This is an optimization exercise on Yosys and OpenROAD, whose aim is small area, not a production implementation. At most, simulation tests tie the RTL to the original design; equivalence was not proved. For run 1, only the layout was checked, not whether the RTL still works. No activity file was given, so power comes from the tool's default toggle rates.

==> flow/design.v (outline; a module is shown in full before it is edited, if it fits) <==
// module custom_alu_top: 28 lines
// module custom_alu: 410 lines
// module custom_alu_row0: 10 lines
// module custom_alu_row1: 12 lines
// module custom_alu_row2: 14 lines
// module custom_alu_row3: 16 lines
// module custom_alu_row4: 18 lines
// module custom_alu_row5: 20 lines
// module custom_alu_row6: 22 lines
// module custom_alu_row7: 24 lines
// module custom_alu_row8: 26 lines
// module custom_alu_row9: 28 lines
// module custom_alu_row10: 30 lines
// module custom_alu_row11: 32 lines
// module custom_alu_row12: 88 lines
// module custom_alu_row13: 93 lines
// module custom_alu_row14: 104 lines
// module custom_alu_row15: 109 lines
// module custom_alu_row16: 116 lines
// module custom_alu_row17: 121 lines
// module custom_alu_row18: 130 lines
// module custom_alu_row19: 135 lines
// module custom_alu_row20: 142 lines
// module custom_alu_row21: 147 lines
// module custom_alu_row22: 158 lines
// module custom_alu_row23: 163 lines
// module custom_alu_row24: 170 lines
// module custom_alu_row25: 175 lines
// module custom_alu_row26: 184 lines
// module custom_alu_row27: 189 lines
// module custom_alu_row28: 196 lines
// module custom_alu_row29: 201 lines
// module custom_alu_row30: 214 lines
module custom_alu_top(
    input             CLK,
    input      [31:0] RA,
    input      [31:0] RB,
    input      [4:0]  ALU_OP,
    output reg [31:0] Y,
    output reg        C
    );
  // ...
==> flow/run.sh <==
#!/bin/bash
# synth_recipe.tcl (not shown) runs the flow's synth.tcl, then flattens the netlist and writes it again
# the make line also repeats each setting of config.mk as NAME=value (left out here)
make -C /OpenROAD-flow-scripts/flow DESIGN_CONFIG=/design/flow/config.mk WORK_HOME=/design/flow/orfs CLKGATE_MAP_FILE= SYNTH_SCRIPT=/design/flow/synth_recipe.tcl finish
==> flow/config.mk <==
export PLATFORM = sky130hd
export DESIGN_NAME = custom_alu_top
export DESIGN_NICKNAME = custom_alu_top
export VERILOG_FILES = /design/flow/design.v
export SDC_FILE = /design/flow/constraint.sdc
export NUM_CORES = 4
export LEC_CHECK = 0
export CAP_MARGIN = 20
export CORE_MARGIN = 2
export CORE_UTILIZATION = 40
export CTS_CLUSTER_DIAMETER = 60
export CTS_CLUSTER_SIZE = 10
export GPL_TIMING_DRIVEN = 0
export SLEW_MARGIN = 20
export SYNTH_HIERARCHICAL = 1
==> flow/constraint.sdc <==
create_clock -name core_clock -period 75.0 [get_ports {CLK}]
set_input_delay 15.0000 -clock core_clock [delete_from_list [all_inputs] [get_ports {CLK}]]
set_output_delay 15.0000 -clock core_clock [all_outputs]
set_load 0.01 [all_outputs]
==> results.ini, run 1 <==
[setup_path]
cp_common_cell = fa_2
path_class = reg -> reg
worst-r2r-cell-count = 333
r2r_end = C
cp_max_fo = 10

[finish]
finalInstanceArea_mm2 = 0.0490
multi_input_area_share_pct = 73.5
bufAreaShareNonClock_pct = 14.7
final_net_count = 5699
fillCellCount = 7513
diodes = 0
multiInputGateArea_mm2 = 0.0360

[clocking]
clk_pin_slew_ns = 0.09
clk_latency_ns = 0.40
hold_buffers = 0
cts_buffer_depth = 2

[synthesis]
seq_area_frac_synth_pct = 5.84
synth-xor-area-share_pct = 5.31
synth_top_area_share_pct = 18.2

[status]
failed_checks = negative setup slack
status = failed layout checks

[power_and_ir_drop]
netSwitchingFraction_pct = 50.6
power_leader = combinational cells
peakVddDrop_uv = 19.4

[sta]
setup_viol = 1
fin_ws_ns = -0.420
clock.fmax_mhz = 13.3

[routing]
vias_per_cell = 5.94

[floorplan]
die-area_mm2 = 0.0897
initial_core_util_pct = 40.3

==> module custom_alu_row8, before the edit <==
module custom_alu_row8(input [8:0] x, input [8:0] y, input ci, input ms, input en, output [8:0] r, output qo);
    wire [9:0] a_c;
    wire [8:0] a_s;
    assign a_c[0] = ci;
    assign a_s[0] = x[0] ^ y[0] ^ a_c[0];
    assign a_c[1] = (x[0] & y[0]) | (a_c[0] & (x[0] ^ y[0]));
    assign a_s[1] = x[1] ^ y[1] ^ a_c[1];
    assign a_c[2] = (x[1] & y[1]) | (a_c[1] & (x[1] ^ y[1]));
    assign a_s[2] = x[2] ^ y[2] ^ a_c[2];
    assign a_c[3] = (x[2] & y[2]) | (a_c[2] & (x[2] ^ y[2]));
    assign a_s[3] = x[3] ^ y[3] ^ a_c[3];
    assign a_c[4] = (x[3] & y[3]) | (a_c[3] & (x[3] ^ y[3]));
    assign a_s[4] = x[4] ^ y[4] ^ a_c[4];
    assign a_c[5] = (x[4] & y[4]) | (a_c[4] & (x[4] ^ y[4]));
    assign a_s[5] = x[5] ^ y[5] ^ a_c[5];
    assign a_c[6] = (x[5] & y[5]) | (a_c[5] & (x[5] ^ y[5]));
    assign a_s[6] = x[6] ^ y[6] ^ a_c[6];
    assign a_c[7] = (x[6] & y[6]) | (a_c[6] & (x[6] ^ y[6]));
    assign a_s[7] = x[7] ^ y[7] ^ a_c[7];
    assign a_c[8] = (x[7] & y[7]) | (a_c[7] & (x[7] ^ y[7]));
    assign a_s[8] = x[8] ^ y[8] ^ a_c[8];
    assign a_c[9] = (x[8] & y[8]) | (a_c[8] & (x[8] ^ y[8]));
    assign qo = en & a_c[9];
    wire sel = ms | qo;
    assign r = sel ? {a_s[8], a_s[7], a_s[6], a_s[5], a_s[4], a_s[3], a_s[2], a_s[1], a_s[0]} : x;
endmodule
==> module custom_alu_row9, before the edit <==
module custom_alu_row9(input [9:0] x, input [9:0] y, input ci, input ms, input en, output [9:0] r, output qo);
    wire [10:0] a_c;
    wire [9:0] a_s;
    assign a_c[0] = ci;
    assign a_s[0] = x[0] ^ y[0] ^ a_c[0];
    assign a_c[1] = (x[0] & y[0]) | (a_c[0] & (x[0] ^ y[0]));
    assign a_s[1] = x[1] ^ y[1] ^ a_c[1];
    assign a_c[2] = (x[1] & y[1]) | (a_c[1] & (x[1] ^ y[1]));
    assign a_s[2] = x[2] ^ y[2] ^ a_c[2];
    assign a_c[3] = (x[2] & y[2]) | (a_c[2] & (x[2] ^ y[2]));
    assign a_s[3] = x[3] ^ y[3] ^ a_c[3];
    assign a_c[4] = (x[3] & y[3]) | (a_c[3] & (x[3] ^ y[3]));
    assign a_s[4] = x[4] ^ y[4] ^ a_c[4];
    assign a_c[5] = (x[4] & y[4]) | (a_c[4] & (x[4] ^ y[4]));
    assign a_s[5] = x[5] ^ y[5] ^ a_c[5];
    assign a_c[6] = (x[5] & y[5]) | (a_c[5] & (x[5] ^ y[5]));
    assign a_s[6] = x[6] ^ y[6] ^ a_c[6];
    assign a_c[7] = (x[6] & y[6]) | (a_c[6] & (x[6] ^ y[6]));
    assign a_s[7] = x[7] ^ y[7] ^ a_c[7];
    assign a_c[8] = (x[7] & y[7]) | (a_c[7] & (x[7] ^ y[7]));
    assign a_s[8] = x[8] ^ y[8] ^ a_c[8];
    assign a_c[9] = (x[8] & y[8]) | (a_c[8] & (x[8] ^ y[8]));
    assign a_s[9] = x[9] ^ y[9] ^ a_c[9];
    assign a_c[10] = (x[9] & y[9]) | (a_c[9] & (x[9] ^ y[9]));
    assign qo = en & a_c[10];
    wire sel = ms | qo;
    assign r = sel ? {a_s[9], a_s[8], a_s[7], a_s[6], a_s[5], a_s[4], a_s[3], a_s[2], a_s[1], a_s[0]} : x;
endmodule
==> module custom_alu_row10, before the edit <==
module custom_alu_row10(input [10:0] x, input [10:0] y, input ci, input ms, input en, output [10:0] r, output qo);
    wire [11:0] a_c;
    wire [10:0] a_s;
    assign a_c[0] = ci;
    assign a_s[0] = x[0] ^ y[0] ^ a_c[0];
    assign a_c[1] = (x[0] & y[0]) | (a_c[0] & (x[0] ^ y[0]));
    assign a_s[1] = x[1] ^ y[1] ^ a_c[1];
    assign a_c[2] = (x[1] & y[1]) | (a_c[1] & (x[1] ^ y[1]));
    assign a_s[2] = x[2] ^ y[2] ^ a_c[2];
    assign a_c[3] = (x[2] & y[2]) | (a_c[2] & (x[2] ^ y[2]));
    assign a_s[3] = x[3] ^ y[3] ^ a_c[3];
    assign a_c[4] = (x[3] & y[3]) | (a_c[3] & (x[3] ^ y[3]));
    assign a_s[4] = x[4] ^ y[4] ^ a_c[4];
    assign a_c[5] = (x[4] & y[4]) | (a_c[4] & (x[4] ^ y[4]));
    assign a_s[5] = x[5] ^ y[5] ^ a_c[5];
    assign a_c[6] = (x[5] & y[5]) | (a_c[5] & (x[5] ^ y[5]));
    assign a_s[6] = x[6] ^ y[6] ^ a_c[6];
    assign a_c[7] = (x[6] & y[6]) | (a_c[6] & (x[6] ^ y[6]));
    assign a_s[7] = x[7] ^ y[7] ^ a_c[7];
    assign a_c[8] = (x[7] & y[7]) | (a_c[7] & (x[7] ^ y[7]));
    assign a_s[8] = x[8] ^ y[8] ^ a_c[8];
    assign a_c[9] = (x[8] & y[8]) | (a_c[8] & (x[8] ^ y[8]));
    assign a_s[9] = x[9] ^ y[9] ^ a_c[9];
    assign a_c[10] = (x[9] & y[9]) | (a_c[9] & (x[9] ^ y[9]));
    assign a_s[10] = x[10] ^ y[10] ^ a_c[10];
    assign a_c[11] = (x[10] & y[10]) | (a_c[10] & (x[10] ^ y[10]));
    assign qo = en & a_c[11];
    wire sel = ms | qo;
    assign r = sel ? {a_s[10], a_s[9], a_s[8], a_s[7], a_s[6], a_s[5], a_s[4], a_s[3], a_s[2], a_s[1], a_s[0]} : x;
endmodule
==> module custom_alu_row11, before the edit <==
module custom_alu_row11(input [11:0] x, input [11:0] y, input ci, input ms, input en, output [11:0] r, output qo);
    wire [12:0] a_c;
    wire [11:0] a_s;
    assign a_c[0] = ci;
    assign a_s[0] = x[0] ^ y[0] ^ a_c[0];
    assign a_c[1] = (x[0] & y[0]) | (a_c[0] & (x[0] ^ y[0]));
    assign a_s[1] = x[1] ^ y[1] ^ a_c[1];
    assign a_c[2] = (x[1] & y[1]) | (a_c[1] & (x[1] ^ y[1]));
    assign a_s[2] = x[2] ^ y[2] ^ a_c[2];
    assign a_c[3] = (x[2] & y[2]) | (a_c[2] & (x[2] ^ y[2]));
    assign a_s[3] = x[3] ^ y[3] ^ a_c[3];
    assign a_c[4] = (x[3] & y[3]) | (a_c[3] & (x[3] ^ y[3]));
    assign a_s[4] = x[4] ^ y[4] ^ a_c[4];
    assign a_c[5] = (x[4] & y[4]) | (a_c[4] & (x[4] ^ y[4]));
    assign a_s[5] = x[5] ^ y[5] ^ a_c[5];
    assign a_c[6] = (x[5] & y[5]) | (a_c[5] & (x[5] ^ y[5]));
    assign a_s[6] = x[6] ^ y[6] ^ a_c[6];
    assign a_c[7] = (x[6] & y[6]) | (a_c[6] & (x[6] ^ y[6]));
    assign a_s[7] = x[7] ^ y[7] ^ a_c[7];
    assign a_c[8] = (x[7] & y[7]) | (a_c[7] & (x[7] ^ y[7]));
    assign a_s[8] = x[8] ^ y[8] ^ a_c[8];
    assign a_c[9] = (x[8] & y[8]) | (a_c[8] & (x[8] ^ y[8]));
    assign a_s[9] = x[9] ^ y[9] ^ a_c[9];
    assign a_c[10] = (x[9] & y[9]) | (a_c[9] & (x[9] ^ y[9]));
    assign a_s[10] = x[10] ^ y[10] ^ a_c[10];
    assign a_c[11] = (x[10] & y[10]) | (a_c[10] & (x[10] ^ y[10]));
    assign a_s[11] = x[11] ^ y[11] ^ a_c[11];
    assign a_c[12] = (x[11] & y[11]) | (a_c[11] & (x[11] ^ y[11]));
    assign qo = en & a_c[12];
    wire sel = ms | qo;
    assign r = sel ? {a_s[11], a_s[10], a_s[9], a_s[8], a_s[7], a_s[6], a_s[5], a_s[4], a_s[3], a_s[2], a_s[1], a_s[0]} : x;
endmodule
==> run 2: changes to the inputs <==
--- a/flow/design.v
+++ b/flow/design.v
@@ -575,120 +575,290 @@
     assign r = sel ? {a_s[7], a_s[6], a_s[5], a_s[4], a_s[3], a_s[2], a_s[1], a_s[0]} : x;
 endmodule
 module custom_alu_row8(input [8:0] x, input [8:0] y, input ci, input ms, input en, output [8:0] r, output qo);
-    wire [9:0] a_c;
-    wire [8:0] a_s;
-    assign a_c[0] = ci;
-    assign a_s[0] = x[0] ^ y[0] ^ a_c[0];
-    assign a_c[1] = (x[0] & y[0]) | (a_c[0] & (x[0] ^ y[0]));
-    assign a_s[1] = x[1] ^ y[1] ^ a_c[1];
-    assign a_c[2] = (x[1] & y[1]) | (a_c[1] & (x[1] ^ y[1]));
-    assign a_s[2] = x[2] ^ y[2] ^ a_c[2];
-    assign a_c[3] = (x[2] & y[2]) | (a_c[2] & (x[2] ^ y[2]));
-    assign a_s[3] = x[3] ^ y[3] ^ a_c[3];
-    assign a_c[4] = (x[3] & y[3]) | (a_c[3] & (x[3] ^ y[3]));
-    assign a_s[4] = x[4] ^ y[4] ^ a_c[4];
-    assign a_c[5] = (x[4] & y[4]) | (a_c[4] & (x[4] ^ y[4]));
-    assign a_s[5] = x[5] ^ y[5] ^ a_c[5];
-    assign a_c[6] = (x[5] & y[5]) | (a_c[5] & (x[5] ^ y[5]));
-    assign a_s[6] = x[6] ^ y[6] ^ a_c[6];
-    assign a_c[7] = (x[6] & y[6]) | (a_c[6] & (x[6] ^ y[6]));
-    assign a_s[7] = x[7] ^ y[7] ^ a_c[7];
-    assign a_c[8] = (x[7] & y[7]) | (a_c[7] & (x[7] ^ y[7]));
-    assign a_s[8] = x[8] ^ y[8] ^ a_c[8];
-    assign a_c[9] = (x[8] & y[8]) | (a_c[8] & (x[8] ^ y[8]));
-    assign qo = en & a_c[9];
+    wire [9:0] a_p, a_g;
+    assign a_p[0] = 1'b0;
+    assign a_g[0] = ci;
+    assign a_p[1] = x[0] ^ y[0];
+    assign a_g[1] = x[0] & y[0];
+    assign a_p[2] = x[1] ^ y[1];
+    assign a_g[2] = x[1] & y[1];
+    assign a_p[3] = x[2] ^ y[2];
+    assign a_g[3] = x[2] & y[2];
+    assign a_p[4] = x[3] ^ y[3];
+    assign a_g[4] = x[3] & y[3];
+    assign a_p[5] = x[4] ^ y[4];
+    assign a_g[5] = x[4] & y[4];
+    assign a_p[6] = x[5] ^ y[5];
+    assign a_g[6] = x[5] & y[5];
+    assign a_p[7] = x[6] ^ y[6];
+    assign a_g[7] = x[6] & y[6];
+    assign a_p[8] = x[7] ^ y[7];
+    assign a_g[8] = x[7] & y[7];
+    assign a_p[9] = x[8] ^ y[8];
+    assign a_g[9] = x[8] & y[8];
+    wire a_G0_1 = a_g[1] | (a_p[1] & a_g[0]);
+    wire a_G0_3 = a_g[3] | (a_p[3] & a_g[2]);
+    wire a_P0_3 = a_p[3] & a_p[2];
+    wire a_G0_5 = a_g[5] | (a_p[5] & a_g[4]);
+    wire a_P0_5 = a_p[5] & a_p[4];
+    wire a_G0_7 = a_g[7] | (a_p[7] & a_g[6]);
+    wire a_P0_7 = a_p[7] & a_p[6];
+    wire a_G0_9 = a_g[9] | (a_p[9] & a_g[8]);
+    wire a_P0_9 = a_p[9] & a_p[8];
+    wire a_G1_3 = a_G0_3 | (a_P0_3 & a_G0_1);
+    wire a_P1_3 = a_P0_3 & 1'b0;
+    wire a_G1_7 = a_G0_7 | (a_P0_7 & a_G0_5);
+    wire a_P1_7 = a_P0_7 & a_P0_5;
+    wire a_G2_7 = a_G1_7 | (a_P1_7 & a_G1_3);
+    wire a_P2_7 = a_P1_7 & a_P1_3;
+    wire a_G3_5 = a_G0_5 | (a_P0_5 & a_G1_3);
+    wire a_P3_5 = a_P0_5 & a_P1_3;
+    wire a_G3_9 = a_G0_9 | (a_P0_9 & a_G2_7);
+    wire a_P3_9 = a_P0_9 & a_P2_7;
+    wire a_G4_2 = a_g[2] | (a_p[2] & a_G0_1);
+    wire a_P4_2 = a_p[2] & 1'b0;
+    wire a_G4_4 = a_g[4] | (a_p[4] & a_G1_3);
+    wire a_P4_4 = a_p[4] & a_P1_3;
+    wire a_G4_6 = a_g[6] | (a_p[6] & a_G3_5);
+    wire a_P4_6 = a_p[6] & a_P3_5;
+    wire a_G4_8 = a_g[8] | (a_p[8] & a_G2_7);
+    wire a_P4_8 = a_p[8] & a_P2_7;
+    wire a_s0 = a_p[1] ^ a_g[0];
+    wire a_s1 = a_p[2] ^ a_G0_1;
+    wire a_s2 = a_p[3] ^ a_G4_2;
+    wire a_s3 = a_p[4] ^ a_G1_3;
+    wire a_s4 = a_p[5] ^ a_G4_4;
+    wire a_s5 = a_p[6] ^ a_G3_5;
+    wire a_s6 = a_p[7] ^ a_G4_6;
+    wire a_s7 = a_p[8] ^ a_G2_7;
+    wire a_s8 = a_p[9] ^ a_G4_8;
+    assign qo = en & a_G3_9;
     wire sel = ms | qo;
-    assign r = sel ? {a_s[8], a_s[7], a_s[6], a_s[5], a_s[4], a_s[3], a_s[2], a_s[1], a_s[0]} : x;
+    assign r = sel ? {a_s8, a_s7, a_s6, a_s5, a_s4, a_s3, a_s2, a_s1, a_s0} : x;
 endmodule
 module custom_alu_row9(input [9:0] x, input [9:0] y, input ci, input ms, input en, output [9:0] r, output qo);
-    wire [10:0] a_c;
-    wire [9:0] a_s;
-    assign a_c[0] = ci;
-    assign a_s[0] = x[0] ^ y[0] ^ a_c[0];
-    assign a_c[1] = (x[0] & y[0]) | (a_c[0] & (x[0] ^ y[0]));
-    assign a_s[1] = x[1] ^ y[1] ^ a_c[1];
-    assign a_c[2] = (x[1] & y[1]) | (a_c[1] & (x[1] ^ y[1]));
-    assign a_s[2] = x[2] ^ y[2] ^ a_c[2];
-    assign a_c[3] = (x[2] & y[2]) | (a_c[2] & (x[2] ^ y[2]));
-    assign a_s[3] = x[3] ^ y[3] ^ a_c[3];
-    assign a_c[4] = (x[3] & y[3]) | (a_c[3] & (x[3] ^ y[3]));
-    assign a_s[4] = x[4] ^ y[4] ^ a_c[4];
-    assign a_c[5] = (x[4] & y[4]) | (a_c[4] & (x[4] ^ y[4]));
-    assign a_s[5] = x[5] ^ y[5] ^ a_c[5];
-    assign a_c[6] = (x[5] & y[5]) | (a_c[5] & (x[5] ^ y[5]));
-    assign a_s[6] = x[6] ^ y[6] ^ a_c[6];
-    assign a_c[7] = (x[6] & y[6]) | (a_c[6] & (x[6] ^ y[6]));
-    assign a_s[7] = x[7] ^ y[7] ^ a_c[7];
-    assign a_c[8] = (x[7] & y[7]) | (a_c[7] & (x[7] ^ y[7]));
-    assign a_s[8] = x[8] ^ y[8] ^ a_c[8];
-    assign a_c[9] = (x[8] & y[8]) | (a_c[8] & (x[8] ^ y[8]));
-    assign a_s[9] = x[9] ^ y[9] ^ a_c[9];
-    assign a_c[10] = (x[9] & y[9]) | (a_c[9] & (x[9] ^ y[9]));
-    assign qo = en & a_c[10];
+    wire [10:0] a_p, a_g;
+    assign a_p[0] = 1'b0;
+    assign a_g[0] = ci;
+    assign a_p[1] = x[0] ^ y[0];
+    assign a_g[1] = x[0] & y[0];
+    assign a_p[2] = x[1] ^ y[1];
+    assign a_g[2] = x[1] & y[1];
+    assign a_p[3] = x[2] ^ y[2];
+    assign a_g[3] = x[2] & y[2];
+    assign a_p[4] = x[3] ^ y[3];
+    assign a_g[4] = x[3] & y[3];
+    assign a_p[5] = x[4] ^ y[4];
+    assign a_g[5] = x[4] & y[4];
+    assign a_p[6] = x[5] ^ y[5];
+    assign a_g[6] = x[5] & y[5];
+    assign a_p[7] = x[6] ^ y[6];
+    assign a_g[7] = x[6] & y[6];
+    assign a_p[8] = x[7] ^ y[7];
+    assign a_g[8] = x[7] & y[7];
+    assign a_p[9] = x[8] ^ y[8];
+    assign a_g[9] = x[8] & y[8];
+    assign a_p[10] = x[9] ^ y[9];
+    assign a_g[10] = x[9] & y[9];
+    wire a_G0_1 = a_g[1] | (a_p[1] & a_g[0]);
+    wire a_G0_3 = a_g[3] | (a_p[3] & a_g[2]);
+    wire a_P0_3 = a_p[3] & a_p[2];
+    wire a_G0_5 = a_g[5] | (a_p[5] & a_g[4]);
+    wire a_P0_5 = a_p[5] & a_p[4];
+    wire a_G0_7 = a_g[7] | (a_p[7] & a_g[6]);
+    wire a_P0_7 = a_p[7] & a_p[6];
+    wire a_G0_9 = a_g[9] | (a_p[9] & a_g[8]);
+    wire a_P0_9 = a_p[9] & a_p[8];
+    wire a_G1_3 = a_G0_3 | (a_P0_3 & a_G0_1);
+    wire a_P1_3 = a_P0_3 & 1'b0;
+    wire a_G1_7 = a_G0_7 | (a_P0_7 & a_G0_5);
+    wire a_P1_7 = a_P0_7 & a_P0_5;
+    wire a_G2_7 = a_G1_7 | (a_P1_7 & a_G1_3);
+    wire a_P2_7 = a_P1_7 & a_P1_3;
+    wire a_G3_5 = a_G0_5 | (a_P0_5 & a_G1_3);
+    wire a_P3_5 = a_P0_5 & a_P1_3;
+    wire a_G3_9 = a_G0_9 | (a_P0_9 & a_G2_7);
+    wire a_P3_9 = a_P0_9 & a_P2_7;
+    wire a_G4_2 = a_g[2] | (a_p[2] & a_G0_1);
+    wire a_P4_2 = a_p[2] & 1'b0;
+    wire a_G4_4 = a_g[4] | (a_p[4] & a_G1_3);
+    wire a_P4_4 = a_p[4] & a_P1_3;
+    wire a_G4_6 = a_g[6] | (a_p[6] & a_G3_5);
+    wire a_P4_6 = a_p[6] & a_P3_5;
+    wire a_G4_8 = a_g[8] | (a_p[8] & a_G2_7);
+    wire a_P4_8 = a_p[8] & a_P2_7;
+    wire a_G4_10 = a_g[10] | (a_p[10] & a_G3_9);
+    wire a_P4_10 = a_p[10] & a_P3_9;
+    wire a_s0 = a_p[1] ^ a_g[0];
+    wire a_s1 = a_p[2] ^ a_G0_1;
+    wire a_s2 = a_p[3] ^ a_G4_2;
+    wire a_s3 = a_p[4] ^ a_G1_3;
+    wire a_s4 = a_p[5] ^ a_G4_4;
+    wire a_s5 = a_p[6] ^ a_G3_5;
+    wire a_s6 = a_p[7] ^ a_G4_6;
+    wire a_s7 = a_p[8] ^ a_G2_7;
+    wire a_s8 = a_p[9] ^ a_G4_8;
+    wire a_s9 = a_p[10] ^ a_G3_9;
+    assign qo = en & a_G4_10;
     wire sel = ms | qo;
-    assign r = sel ? {a_s[9], a_s[8], a_s[7], a_s[6], a_s[5], a_s[4], a_s[3], a_s[2], a_s[1], a_s[0]} : x;
+    assign r = sel ? {a_s9, a_s8, a_s7, a_s6, a_s5, a_s4, a_s3, a_s2, a_s1, a_s0} : x;
 endmodule
 module custom_alu_row10(input [10:0] x, input [10:0] y, input ci, input ms, input en, output [10:0] r, output qo);
-    wire [11:0] a_c;
-    wire [10:0] a_s;
-    assign a_c[0] = ci;
-    assign a_s[0] = x[0] ^ y[0] ^ a_c[0];
-    assign a_c[1] = (x[0] & y[0]) | (a_c[0] & (x[0] ^ y[0]));
-    assign a_s[1] = x[1] ^ y[1] ^ a_c[1];
-    assign a_c[2] = (x[1] & y[1]) | (a_c[1] & (x[1] ^ y[1]));
-    assign a_s[2] = x[2] ^ y[2] ^ a_c[2];
-    assign a_c[3] = (x[2] & y[2]) | (a_c[2] & (x[2] ^ y[2]));
-    assign a_s[3] = x[3] ^ y[3] ^ a_c[3];
-    assign a_c[4] = (x[3] & y[3]) | (a_c[3] & (x[3] ^ y[3]));
-    assign a_s[4] = x[4] ^ y[4] ^ a_c[4];
-    assign a_c[5] = (x[4] & y[4]) | (a_c[4] & (x[4] ^ y[4]));
-    assign a_s[5] = x[5] ^ y[5] ^ a_c[5];
-    assign a_c[6] = (x[5] & y[5]) | (a_c[5] & (x[5] ^ y[5]));
-    assign a_s[6] = x[6] ^ y[6] ^ a_c[6];
-    assign a_c[7] = (x[6] & y[6]) | (a_c[6] & (x[6] ^ y[6]));
-    assign a_s[7] = x[7] ^ y[7] ^ a_c[7];
-    assign a_c[8] = (x[7] & y[7]) | (a_c[7] & (x[7] ^ y[7]));
-    assign a_s[8] = x[8] ^ y[8] ^ a_c[8];
-    assign a_c[9] = (x[8] & y[8]) | (a_c[8] & (x[8] ^ y[8]));
-    assign a_s[9] = x[9] ^ y[9] ^ a_c[9];
-    assign a_c[10] = (x[9] & y[9]) | (a_c[9] & (x[9] ^ y[9]));
-    assign a_s[10] = x[10] ^ y[10] ^ a_c[10];
-    assign a_c[11] = (x[10] & y[10]) | (a_c[10] & (x[10] ^ y[10]));
-    assign qo = en & a_c[11];
+    wire [11:0] a_p, a_g;
+    assign a_p[0] = 1'b0;
+    assign a_g[0] = ci;
+    assign a_p[1] = x[0] ^ y[0];
+    assign a_g[1] = x[0] & y[0];
+    assign a_p[2] = x[1] ^ y[1];
+    assign a_g[2] = x[1] & y[1];
+    assign a_p[3] = x[2] ^ y[2];
+    assign a_g[3] = x[2] & y[2];
+    assign a_p[4] = x[3] ^ y[3];
+    assign a_g[4] = x[3] & y[3];
+    assign a_p[5] = x[4] ^ y[4];
+    assign a_g[5] = x[4] & y[4];
+    assign a_p[6] = x[5] ^ y[5];
+    assign a_g[6] = x[5] & y[5];
+    assign a_p[7] = x[6] ^ y[6];
+    assign a_g[7] = x[6] & y[6];
+    assign a_p[8] = x[7] ^ y[7];
+    assign a_g[8] = x[7] & y[7];
+    assign a_p[9] = x[8] ^ y[8];
+    assign a_g[9] = x[8] & y[8];
+    assign a_p[10] = x[9] ^ y[9];
+    assign a_g[10] = x[9] & y[9];
+    assign a_p[11] = x[10] ^ y[10];
+    assign a_g[11] = x[10] & y[10];
+    wire a_G0_1 = a_g[1] | (a_p[1] & a_g[0]);
+    wire a_G0_3 = a_g[3] | (a_p[3] & a_g[2]);
+    wire a_P0_3 = a_p[3] & a_p[2];
+    wire a_G0_5 = a_g[5] | (a_p[5] & a_g[4]);
+    wire a_P0_5 = a_p[5] & a_p[4];
+    wire a_G0_7 = a_g[7] | (a_p[7] & a_g[6]);
+    wire a_P0_7 = a_p[7] & a_p[6];
+    wire a_G0_9 = a_g[9] | (a_p[9] & a_g[8]);
+    wire a_P0_9 = a_p[9] & a_p[8];
+    wire a_G0_11 = a_g[11] | (a_p[11] & a_g[10]);
+    wire a_P0_11 = a_p[11] & a_p[10];
+    wire a_G1_3 = a_G0_3 | (a_P0_3 & a_G0_1);
+    wire a_P1_3 = a_P0_3 & 1'b0;
+    wire a_G1_7 = a_G0_7 | (a_P0_7 & a_G0_5);
+    wire a_P1_7 = a_P0_7 & a_P0_5;
+    wire a_G1_11 = a_G0_11 | (a_P0_11 & a_G0_9);
+    wire a_P1_11 = a_P0_11 & a_P0_9;
+    wire a_G2_7 = a_G1_7 | (a_P1_7 & a_G1_3);
+    wire a_P2_7 = a_P1_7 & a_P1_3;
+    wire a_G3_11 = a_G1_11 | (a_P1_11 & a_G2_7);
+    wire a_P3_11 = a_P1_11 & a_P2_7;
+    wire a_G4_5 = a_G0_5 | (a_P0_5 & a_G1_3);
+    wire a_P4_5 = a_P0_5 & a_P1_3;
+    wire a_G4_9 = a_G0_9 | (a_P0_9 & a_G2_7);
+    wire a_P4_9 = a_P0_9 & a_P2_7;
+    wire a_G5_2 = a_g[2] | (a_p[2] & a_G0_1);
+    wire a_P5_2 = a_p[2] & 1'b0;
+    wire a_G5_4 = a_g[4] | (a_p[4] & a_G1_3);
+    wire a_P5_4 = a_p[4] & a_P1_3;
+    wire a_G5_6 = a_g[6] | (a_p[6] & a_G4_5);
+    wire a_P5_6 = a_p[6] & a_P4_5;
+    wire a_G5_8 = a_g[8] | (a_p[8] & a_G2_7);
+    wire a_P5_8 = a_p[8] & a_P2_7;
+    wire a_G5_10 = a_g[10] | (a_p[10] & a_G4_9);
+    wire a_P5_10 = a_p[10] & a_P4_9;
+    wire a_s0 = a_p[1] ^ a_g[0];
+    wire a_s1 = a_p[2] ^ a_G0_1;
+    wire a_s2 = a_p[3] ^ a_G5_2;
+    wire a_s3 = a_p[4] ^ a_G1_3;
+    wire a_s4 = a_p[5] ^ a_G5_4;
+    wire a_s5 = a_p[6] ^ a_G4_5;
+    wire a_s6 = a_p[7] ^ a_G5_6;
+    wire a_s7 = a_p[8] ^ a_G2_7;
+    wire a_s8 = a_p[9] ^ a_G5_8;
+    wire a_s9 = a_p[10] ^ a_G4_9;
+    wire a_s10 = a_p[11] ^ a_G5_10;
+    assign qo = en & a_G3_11;
     wire sel = ms | qo;
-    assign r = sel ? {a_s[10], a_s[9], a_s[8], a_s[7], a_s[6], a_s[5], a_s[4], a_s[3], a_s[2], a_s[1], a_s[0]} : x;
+    assign r = sel ? {a_s10, a_s9, a_s8, a_s7, a_s6, a_s5, a_s4, a_s3, a_s2, a_s1, a_s0} : x;
 endmodule
 module custom_alu_row11(input [11:0] x, input [11:0] y, input ci, input ms, input en, output [11:0] r, output qo);
-    wire [12:0] a_c;
-    wire [11:0] a_s;
-    assign a_c[0] = ci;
-    assign a_s[0] = x[0] ^ y[0] ^ a_c[0];
-    assign a_c[1] = (x[0] & y[0]) | (a_c[0] & (x[0] ^ y[0]));
-    assign a_s[1] = x[1] ^ y[1] ^ a_c[1];
-    assign a_c[2] = (x[1] & y[1]) | (a_c[1] & (x[1] ^ y[1]));
-    assign a_s[2] = x[2] ^ y[2] ^ a_c[2];
-    assign a_c[3] = (x[2] & y[2]) | (a_c[2] & (x[2] ^ y[2]));
-    assign a_s[3] = x[3] ^ y[3] ^ a_c[3];
-    assign a_c[4] = (x[3] & y[3]) | (a_c[3] & (x[3] ^ y[3]));
-    assign a_s[4] = x[4] ^ y[4] ^ a_c[4];
-    assign a_c[5] = (x[4] & y[4]) | (a_c[4] & (x[4] ^ y[4]));
-    assign a_s[5] = x[5] ^ y[5] ^ a_c[5];
-    assign a_c[6] = (x[5] & y[5]) | (a_c[5] & (x[5] ^ y[5]));
-    assign a_s[6] = x[6] ^ y[6] ^ a_c[6];
-    assign a_c[7] = (x[6] & y[6]) | (a_c[6] & (x[6] ^ y[6]));
-    assign a_s[7] = x[7] ^ y[7] ^ a_c[7];
-    assign a_c[8] = (x[7] & y[7]) | (a_c[7] & (x[7] ^ y[7]));
-    assign a_s[8] = x[8] ^ y[8] ^ a_c[8];
-    assign a_c[9] = (x[8] & y[8]) | (a_c[8] & (x[8] ^ y[8]));
-    assign a_s[9] = x[9] ^ y[9] ^ a_c[9];
-    assign a_c[10] = (x[9] & y[9]) | (a_c[9] & (x[9] ^ y[9]));
-    assign a_s[10] = x[10] ^ y[10] ^ a_c[10];
-    assign a_c[11] = (x[10] & y[10]) | (a_c[10] & (x[10] ^ y[10]));
-    assign a_s[11] = x[11] ^ y[11] ^ a_c[11];
-    assign a_c[12] = (x[11] & y[11]) | (a_c[11] & (x[11] ^ y[11]));
-    assign qo = en & a_c[12];
+    wire [12:0] a_p, a_g;
+    assign a_p[0] = 1'b0;
+    assign a_g[0] = ci;
+    assign a_p[1] = x[0] ^ y[0];
+    assign a_g[1] = x[0] & y[0];
+    assign a_p[2] = x[1] ^ y[1];
+    assign a_g[2] = x[1] & y[1];
+    assign a_p[3] = x[2] ^ y[2];
+    assign a_g[3] = x[2] & y[2];
+    assign a_p[4] = x[3] ^ y[3];
+    assign a_g[4] = x[3] & y[3];
+    assign a_p[5] = x[4] ^ y[4];
+    assign a_g[5] = x[4] & y[4];
+    assign a_p[6] = x[5] ^ y[5];
+    assign a_g[6] = x[5] & y[5];
+    assign a_p[7] = x[6] ^ y[6];
+    assign a_g[7] = x[6] & y[6];
+    assign a_p[8] = x[7] ^ y[7];
+    assign a_g[8] = x[7] & y[7];
+    assign a_p[9] = x[8] ^ y[8];
+    assign a_g[9] = x[8] & y[8];
+    assign a_p[10] = x[9] ^ y[9];
+    assign a_g[10] = x[9] & y[9];
+    assign a_p[11] = x[10] ^ y[10];
+    assign a_g[11] = x[10] & y[10];
+    assign a_p[12] = x[11] ^ y[11];
+    assign a_g[12] = x[11] & y[11];
+    wire a_G0_1 = a_g[1] | (a_p[1] & a_g[0]);
+    wire a_G0_3 = a_g[3] | (a_p[3] & a_g[2]);
+    wire a_P0_3 = a_p[3] & a_p[2];
+    wire a_G0_5 = a_g[5] | (a_p[5] & a_g[4]);
+    wire a_P0_5 = a_p[5] & a_p[4];
+    wire a_G0_7 = a_g[7] | (a_p[7] & a_g[6]);
+    wire a_P0_7 = a_p[7] & a_p[6];
+    wire a_G0_9 = a_g[9] | (a_p[9] & a_g[8]);
+    wire a_P0_9 = a_p[9] & a_p[8];
+    wire a_G0_11 = a_g[11] | (a_p[11] & a_g[10]);
+    wire a_P0_11 = a_p[11] & a_p[10];
+    wire a_G1_3 = a_G0_3 | (a_P0_3 & a_G0_1);
+    wire a_P1_3 = a_P0_3 & 1'b0;
+    wire a_G1_7 = a_G0_7 | (a_P0_7 & a_G0_5);
+    wire a_P1_7 = a_P0_7 & a_P0_5;
+    wire a_G1_11 = a_G0_11 | (a_P0_11 & a_G0_9);
+    wire a_P1_11 = a_P0_11 & a_P0_9;
+    wire a_G2_7 = a_G1_7 | (a_P1_7 & a_G1_3);
+    wire a_P2_7 = a_P1_7 & a_P1_3;
+    wire a_G3_11 = a_G1_11 | (a_P1_11 & a_G2_7);
+    wire a_P3_11 = a_P1_11 & a_P2_7;
+    wire a_G4_5 = a_G0_5 | (a_P0_5 & a_G1_3);
+    wire a_P4_5 = a_P0_5 & a_P1_3;
+    wire a_G4_9 = a_G0_9 | (a_P0_9 & a_G2_7);
+    wire a_P4_9 = a_P0_9 & a_P2_7;
+    wire a_G5_2 = a_g[2] | (a_p[2] & a_G0_1);
+    wire a_P5_2 = a_p[2] & 1'b0;
+    wire a_G5_4 = a_g[4] | (a_p[4] & a_G1_3);
+    wire a_P5_4 = a_p[4] & a_P1_3;
+    wire a_G5_6 = a_g[6] | (a_p[6] & a_G4_5);
+    wire a_P5_6 = a_p[6] & a_P4_5;
+    wire a_G5_8 = a_g[8] | (a_p[8] & a_G2_7);
+    wire a_P5_8 = a_p[8] & a_P2_7;
+    wire a_G5_10 = a_g[10] | (a_p[10] & a_G4_9);
+    wire a_P5_10 = a_p[10] & a_P4_9;
+    wire a_G5_12 = a_g[12] | (a_p[12] & a_G3_11);
+    wire a_P5_12 = a_p[12] & a_P3_11;
+    wire a_s0 = a_p[1] ^ a_g[0];
+    wire a_s1 = a_p[2] ^ a_G0_1;
+    wire a_s2 = a_p[3] ^ a_G5_2;
+    wire a_s3 = a_p[4] ^ a_G1_3;
+    wire a_s4 = a_p[5] ^ a_G5_4;
+    wire a_s5 = a_p[6] ^ a_G4_5;
+    wire a_s6 = a_p[7] ^ a_G5_6;
+    wire a_s7 = a_p[8] ^ a_G2_7;
+    wire a_s8 = a_p[9] ^ a_G5_8;
+    wire a_s9 = a_p[10] ^ a_G4_9;
+    wire a_s10 = a_p[11] ^ a_G5_10;
+    wire a_s11 = a_p[12] ^ a_G3_11;
+    assign qo = en & a_G5_12;
     wire sel = ms | qo;
-    assign r = sel ? {a_s[11], a_s[10], a_s[9], a_s[8], a_s[7], a_s[6], a_s[5], a_s[4], a_s[3], a_s[2], a_s[1], a_s[0]} : x;
+    assign r = sel ? {a_s11, a_s10, a_s9, a_s8, a_s7, a_s6, a_s5, a_s4, a_s3, a_s2, a_s1, a_s0} : x;
 endmodule
 module custom_alu_row12(input [12:0] x, input [12:0] y, input ci, input ms, input en, output [12:0] r, output qo);
     wire [13:0] a_p, a_g;
--- a/flow/config.mk
+++ b/flow/config.mk
@@ -10,6 +10,5 @@
 export CORE_UTILIZATION = 40
 export CTS_CLUSTER_DIAMETER = 60
 export CTS_CLUSTER_SIZE = 10
-export GPL_TIMING_DRIVEN = 0
 export SLEW_MARGIN = 20
 export SYNTH_HIERARCHICAL = 1
==> run 2 against run 1 <==
Net effect: now clean on timing, DRC and antenna; core utilization shrank 12 points; final cell count shrank 3.4%; via count shrank 5.4%; critical path depth shrank 32; sequential share of layout area grew 0.94 points; critical endpoint unchanged; largest power group unchanged.
==> results.ini, run 2 <==
[synthesis]
synth_compound_area_share_pct = 22.9
ys_warn_count = 8
async_flop_share_pct = 0
synth_edf_count = 0
synth.ff_latch_count = 102
synthTopCellsByCount = 551 x inv_1, 522 x ha_1, 390 x nand2_1
syn_nets = 5351
yosysUniqueCellTypes = 130
yosys.area_share.simple_pct = 16.5
synth-xor-area-share_pct = 5.56  ; +0.25 points
seq_area_frac_synth_pct = 5.66  ; -0.18 points
syn_inst = 4459
syn_area_per_cell_um2 = 8.09
synth_fa_ha_area_share_pct = 34.8
yosysMostFrequentCell = inv_1
synth_flop_cell = dfxtp_1
post-synth-top-area-cell = ha_1
synth_mux_area_share_pct = 6.53
synthTopCellsByArea = ha_1 18%, fa_1 17%, inv_1 5.7%, dfxtp_1 5.7%, a21oi_1 5.3%
syn_area_mm2 = 0.0361
synth_top_area_share_pct = 18.1  ; -0.11 points
synth_top_family_by_area = adder cells

[routing]
highest_layer = met5
dr.first_iter.drc_count = 2758
drt-met1-wl_um = 54800
routed_wl_um = 125000
routed-wl-met2_um = 55100
dr.pass1.iters = 6
drc_errors = 0
ant_nets = 0
via_count = 33600
wl_met3_um = 9600
vias_per_cell = 5.82  ; -2.0%
wl_per_cell_um = 21.6

[global_route]
grt_usage_pct = 25.9
antenna_found_initial = 2
grt_pass1_vias = 32300
grt_pass1_wl_um = 190000
grt_max_degree = 48
grt-ovfl-total = 0

[sta]
fin_ws_ns = 3.78  ; +4.20 ns
holdWs_ns = 0.882
finalHoldViolCount = 0
setup_viol = 0  ; -1
clock.fmax_mhz = 14.0  ; +5.9%
relSlewSlack_pct = 24.3
finalCriticalPeriod_ns = 71.22
drv_slew = 0
fin_skew_ns = 0.0241
worst_pin_slew_ns = 1.13
finalSetupTns_ns = 0
period_share_pct = 95.0

[setup_path]
slowest_stage = a2111o_2
rrSetupSlack_ns = 3.78
worst_path_largest_cell_delay_ns = 0.54
cp_max_fo = 34  ; +24
crit_required_ns = 75.25
cp_common_cell = fa_1
path_class = reg -> reg
worstPathArrival_ns = 71.48
critPathCaptureType = register
critPathTopFamily = compound AO/OA/AOI/OAI gates
critPathLaunchType = register
path_buf_inv = 25

[clocking]
clk_pin_slew_ns = 0.09  ; about the same
numCtsBuffers = 9
cts_buffer_depth = 2  ; unchanged
clk_latency_ns = 0.39  ; about the same
clock_sinks = 102
cts_max_level = 3
tritoncts = built
cts-root-buf = clkbuf_16

[finish]
synthToLayoutAreaGrowth_pct = 11.1
multiInputGateArea_mm2 = 0.0318  ; -12%
final_net_count = 5491  ; -3.6%
drive_gt1_share_pct = 13.9
mostFrequentLayoutCell = inv_1
finish.utilization_pct = 44.6
fin_cells = 5781
fillCellCount = 8962  ; +19%
regArea_mm2 = 0.00205
reg_top3 = Y: 32 flops, ra_q: 32 flops, rb_q: 32 flops
mostFrequentLayoutCells = 551 x inv_1, 522 x ha_1, 389 x nand2_1, 379 x nor2_1, 350 x a21oi_1

[place]
dp_hpwl_um = 99600
portBuffers = 102
pre_cts_slack_ns = -0.969
gp_congestion = 1.03
place_inst = 5707

[worst_hold_path]
hold_path.class = reg -> reg

[floorplan]
rows = 110
coreArea_mm2 = 0.0897
die_w_um = 304
initial_core_util_pct = 40.2  ; -0.16 points
dieHeight_um = 304
io-pin-count = 103
die-area_mm2 = 0.0926  ; +3.2%

[power_and_ir_drop]
p_leak_nw = 18.8
p_per_area_mw_per_mm2 = 22.8
peakVddDrop_uv = 15.2  ; -21%

[status]
status = timing/DRC/antenna clean

[run]
max_cap_viol_count = 0

-- run 2: area by class of cell --
class,count,share of cell area (%)
Clock buffer,9,0.562
Multi-Input combinational cell,3672,79.5
Timing Repair Buffer,260,5.76
Sequential cell,102,5.13
Clock inverter,7,0.203
Inverter,554,5.20
Antenna cell,1,0.00625
Tap cell,1176,3.67
-- run 2: worst register-to-register path, delay by kind of cell, from the launching register on --
family / cells / cell delay, ns
compound gates: 128 / 25.00
xor+xnor: 1 / 0.17
fa+ha+maj: 69 / 24.17
buf+inv: 25 / 3.28
flops: 1 / 0.44
mux: 16 / 4.67
simple gates: 62 / 13.34
-- run 2: cells by family (layout without fill, tap and decap cells) --
group                    count (synthesis)  count (layout)
flip-flops                             102             102
buffers and inverters                  694             830
adder cells (fa/ha/maj)                822             822
AO/OA/AOI/OAI                         1182            1182
AND/OR/NAND/NOR                       1235            1244
XOR/XNOR                               229             229
other                                    0               1
multiplexers                           195             195
-- run 2: worst paths after layout --
check                              from   end  depth (start not counted)
worst min register to register  op_q[2]  Y[0]                          3
worst min-delay path            op_q[2]  Y[0]                          3
worst max-delay path            op_q[1]     C                        301
worst max register to register  op_q[1]     C                        301
-- run 2: per-module statistics from Yosys, one instance, submodules excluded, excerpt --
module	times used	flip-flops and latches
custom_alu_row12	1	0
custom_alu_row20	1	0
custom_alu_top	1	102
custom_alu_row27	1	0
custom_alu_row9	1	0
custom_alu_row21	1	0
-- run 2: per-stage QoR --
stage / power, mW / instance area [um2]
floorplan: 0.649 / 36100
global placement: 0.826 / 38800
detailed placement: 0.834 / 38800
CTS: 0.891 / 39200
global route: 1.01 / 40100
finish: 0.912 / 40100
-- run 2: what timing repair did --
| action | 4_1_cts | 5_1_grt |
|---|---|---|
| gates cloned | 0 | 9 |
| hold buffers | 0 | 0 |
| buffers inserted | 6 | 42 |
| endpoints found under the setup margin | 6 | 33 |
| resized for setup | 9 | 122 |
| endpoints found under the hold margin | 0 | 0 |
| pin swaps | 3 | 24 |
-- run 2: routing by layer --
layer / vias to the layer above / track usage, %
met4: 4 / 9.69
met1: 16200 / 35.3
met2: 1227 / 41.7
met3: 243 / 3.58
li1: 15900 / -
met5: - / 0
-- run 2: where the power goes --
group | internal, mW | leakage, nW | switching, mW | total [mW]
sequential | 0.0592 | 0.854 | 0.00771 | 0.0669
clock | 0.0241 | 0.150 | 0.0264 | 0.0505
combinational | 0.340 | 17.8 | 0.454 | 0.794

-- static timing again, ports no longer ideal --
How much do the figures lean on ideal ports? The routed layouts below were timed once more, with nothing changed but the port constraints. Step 1 (the two cells are an assumption about what drives the block):
set clk [get_ports {CLK}]
set_driving_cell -lib_cell sky130_fd_sc_hd__clkbuf_16 $clk
set_driving_cell -lib_cell sky130_fd_sc_hd__buf_2 [delete_from_list [all_inputs] $clk]
Step 2, shift: input delay + t, output delay - t, t = (earliest + latest rising clock arrival at the registers) / 2. This alone moves slack from input paths to output paths. a / b / c = ideal ports / drivers / drivers and shift; a / b = the first two.
run | t (ns) | slack for setup (ns) | worst setup path at the end | clock arrival spread, ns | worst register clock-pin slew, ns
run 1 | 0.435 | -0.420 / -0.420 / -0.420 | register to register | 0.020 / 0.019 | 0.09 / 0.09
run 2 | 0.420 | 3.775 / 3.775 / 3.775 | register to register | 0.024 / 0.024 | 0.10 / 0.10
